Context: an optimization exercise on an open-source flow, tuned for small area, a short achievable clock period and few clock cycles. The choices shown serve that exercise and are no tape-out recipe.
RTL that was checked went through simulation tests only; none was proved equivalent to the original.

==> v16: inputs <==
## MTX_MUL
module MTX_MUL( MP, ready, m1, m2, load, clk );
	input[7:0] m1, m2;
	input load, clk;
	output[17:0] MP;
	output ready;
	reg [4:0] cnt;
	reg pl, rdyn;
	wire first = load & ~pl;
	wire [4:0] idx = first ? 5'd0 : cnt;
	always @( posedge clk ) begin
		pl <= load;
		if( first | ( cnt != 5'd31 ) ) cnt <= idx + 5'd1;
		rdyn <= ~( ( idx >= 5'd15 ) & ( idx != 5'd31 ) );
	end
	reg [7:0] a [0:11];
	integer k;
	always @( posedge clk ) begin
		a[0] <= m1;
		for( k = 1; k < 12; k = k + 1 ) a[k] <= a[k-1];
	end
	reg [7:0] ar0, ar1, ar2, ar3;
	always @( posedge clk ) begin
		if( idx[1:0] == 2'b00 ) begin
			ar0 <= a[11];
			ar1 <= a[10];
		end
		if( idx[1:0] == 2'b01 ) begin
			ar2 <= a[10];
			ar3 <= a[9];
		end
	end
	reg [7:0] b0 [0:3];
	reg [7:0] b1 [0:3];
	reg [7:0] b2 [0:3];
	reg [7:0] b3 [0:3];
	always @( posedge clk ) begin
		b0[0] <= ( idx[4:2] == 3'd0 ) ? m2 : b0[3];
		b1[0] <= ( idx[4:2] == 3'd1 ) ? m2 : b1[3];
		b2[0] <= ( idx[4:2] == 3'd2 ) ? m2 : b2[3];
		b3[0] <= ( idx[4:2] == 3'd3 ) ? m2 : b3[3];
		for( k = 1; k < 4; k = k + 1 ) begin
			b0[k] <= b0[k-1];
			b1[k] <= b1[k-1];
			b2[k] <= b2[k-1];
			b3[k] <= b3[k-1];
		end
	end
	wire [7:0] b0t = b0[0];
	wire [7:0] b1t = b1[0];
	wire [7:0] b2t = b2[1];
	wire [7:0] b3t = b3[1];
  ...
==> flow/config.mk <==
export PLATFORM = sky130hd
export DESIGN_NAME = MTX_MUL
export DESIGN_NICKNAME = MTX_MUL
export VERILOG_FILES = /design/flow/design.v
export SDC_FILE = /design/flow/constraint.sdc
export NUM_CORES = 4
export LEC_CHECK = 0
export ABC_CLOCK_PERIOD_IN_PS = 4000
export CAP_MARGIN = 20
export CORE_MARGIN = 2
export CORE_UTILIZATION = 75
export CTS_BUF_LIST = sky130_fd_sc_hd__clkbuf_8
export CTS_CLUSTER_DIAMETER = 50
export CTS_CLUSTER_SIZE = 20
export SETUP_SLACK_MARGIN = 5.0
export SLEW_MARGIN = 20
export SYNTH_HIERARCHICAL = 1
export SYNTH_MINIMUM_KEEP_SIZE = 0
==> flow/constraint.sdc <==
create_clock -name core_clock -period 9.0 [get_ports {clk}]
set_input_delay 1.8000 -clock core_clock [delete_from_list [all_inputs] [get_ports {clk}]]
set_output_delay 1.8000 -clock core_clock [all_outputs]
set_load 0.01 [all_outputs]
standard.sh (not shown) runs the stock make flow with config.mk's settings and CLKGATE_MAP_FILE= SYNTH_SCRIPT=/design/flow/synth_recipe.tcl, a recipe that flattens the netlist after the stock synthesis.
==> flow/flow/run.sh <==
#!/bin/bash
# The standard layout (standard.sh), with three changes: ports are buffered with
# buf_1 instead of the default buffer; CTS uses clkbuf_8 sink clusters without
# dummy loads; and timing repair aims at 5.15 ns of setup slack (a 3.85 ns period),
# the clock itself staying at the design's period.
# make's output goes to flow.log here; each ORFS step also keeps its own log
# under orfs/logs/.
set -euo pipefail
bash standard.sh \
  "BUFFER_PORTS_ARGS=-buffer_cell sky130_fd_sc_hd__buf_1" \
  "CTS_ARGS=-sink_clustering_enable -repair_clock_nets -sink_clustering_size 20 -sink_clustering_max_diameter 50 -buf_list sky130_fd_sc_hd__clkbuf_8 -dont_use_dummy_load" \
  SETUP_SLACK_MARGIN=5.25 \
  finish > flow.log 2>&1
==> v12 (differences from v16) <==
--- a/flow/design.v
+++ b/flow/design.v
@@ -1,21 +1,21 @@
 `timescale 1ns / 1ps
 module MTX_MUL( MP, ready, m1, m2, load, clk );
 	input[7:0] m1, m2;
 	input load, clk;
 	output[17:0] MP;
 	output ready;
 	reg [4:0] cnt;
-	reg pl, rdyn;
-	wire first = load & ~pl;
-	wire [4:0] idx = first ? 5'd0 : cnt;
+	reg pl, run, rdyn;
+	wire [4:0] idx = ( load & ~pl ) ? 5'd0 : cnt;
 	always @( posedge clk ) begin
-		pl <= load;
-		if( first | ( cnt != 5'd31 ) ) cnt <= idx + 5'd1;
-		rdyn <= ~( ( idx >= 5'd15 ) & ( idx != 5'd31 ) );
+		pl  <= load;
+		cnt <= idx + 5'd1;
+		run <= load | ( run & ( idx != 5'd31 ) );
+		rdyn <= ~( run & ( idx >= 5'd15 ) & ( idx != 5'd31 ) );
 	end
 	reg [7:0] a [0:11];
 	integer k;
 	always @( posedge clk ) begin
 		a[0] <= m1;
 		for( k = 1; k < 12; k = k + 1 ) a[k] <= a[k-1];
 	end
@@ -31,18 +31,18 @@
 		end
 	end
 	reg [7:0] b0 [0:3];
 	reg [7:0] b1 [0:3];
 	reg [7:0] b2 [0:3];
 	reg [7:0] b3 [0:3];
 	always @( posedge clk ) begin
-		b0[0] <= ( idx[4:2] == 3'd0 ) ? m2 : b0[3];
-		b1[0] <= ( idx[4:2] == 3'd1 ) ? m2 : b1[3];
-		b2[0] <= ( idx[4:2] == 3'd2 ) ? m2 : b2[3];
-		b3[0] <= ( idx[4:2] == 3'd3 ) ? m2 : b3[3];
+		b0[0] <= ( load && idx[3:2] == 2'd0 ) ? m2 : b0[3];
+		b1[0] <= ( load && idx[3:2] == 2'd1 ) ? m2 : b1[3];
+		b2[0] <= ( load && idx[3:2] == 2'd2 ) ? m2 : b2[3];
+		b3[0] <= ( load && idx[3:2] == 2'd3 ) ? m2 : b3[3];
 		for( k = 1; k < 4; k = k + 1 ) begin
 			b0[k] <= b0[k-1];
 			b1[k] <= b1[k-1];
 			b2[k] <= b2[k-1];
 			b3[k] <= b3[k-1];
 		end
 	end
--- a/flow/flow/run.sh
+++ b/flow/flow/run.sh
@@ -5,9 +5,9 @@
 # the clock itself staying at the design's period.
 # make's output goes to flow.log here; each ORFS step also keeps its own log
 # under orfs/logs/.
 set -euo pipefail
 bash standard.sh \
   "BUFFER_PORTS_ARGS=-buffer_cell sky130_fd_sc_hd__buf_1" \
   "CTS_ARGS=-sink_clustering_enable -repair_clock_nets -sink_clustering_size 20 -sink_clustering_max_diameter 50 -buf_list sky130_fd_sc_hd__clkbuf_8 -dont_use_dummy_load" \
-  SETUP_SLACK_MARGIN=5.25 \
+  SETUP_SLACK_MARGIN=5.15 \
   finish > flow.log 2>&1
==> summary of the runs <==
v12 produced a clean layout. v16 produced a clean layout. Wire length is about the same in v12 and v16. Die area is about the same in v16 and v12. Between v16 and v12, the lower sequential share of layout area is in v16 (gap 0.051 points). Of v16 and v12, v16 has the higher core utilization (gap 0.79 points). In v12 the count of clock-buffer cells in the layout is higher than in v16, by 1. Via count: v12 is lower than v16 (about 1.2%). In v16 the sequential cell count is lower than in v12, by 1.
Testbench counts of v16, summed over its fixed seeds: cycles 6,144.
For v12, only the layout was checked, not whether the RTL still works.

==> re-timing with driven ports <==
In the flow no input, the clock included, has a driving cell. The finished layouts below were timed again as built, in two steps.
Step 1 (the two cells are an assumption about what drives the block):
set clk [get_ports {clk}]
set_driving_cell -lib_cell sky130_fd_sc_hd__clkbuf_16 $clk
set_driving_cell -lib_cell sky130_fd_sc_hd__buf_2 [delete_from_list [all_inputs] $clk]
Step 2, shift: input delay + t, output delay - t, t = (earliest + latest rising clock arrival at the registers) / 2. This alone moves slack from input paths to output paths.
Three values: no drivers, after step 1, after step 2; two values: the first two.
run | t, ns | setup WS [ns] | hold slack, ns | worst data-port slew with drivers (ns) | cell pins on the clock port's net
v16 | 0.584 | 5.124 / 5.085 / 5.085 | 0.268 / 0.268 / 0.268 | 0.05 | 1
v12 | 0.599 | 5.098 / 5.049 / 5.049 | 0.249 / 0.249 / 0.249 | 0.06 | 1
After both steps setup and hold are still met in every run listed. The setup slack of v12, which loses most, moves by -0.049 ns with the drivers and by -0.049 ns with both steps.
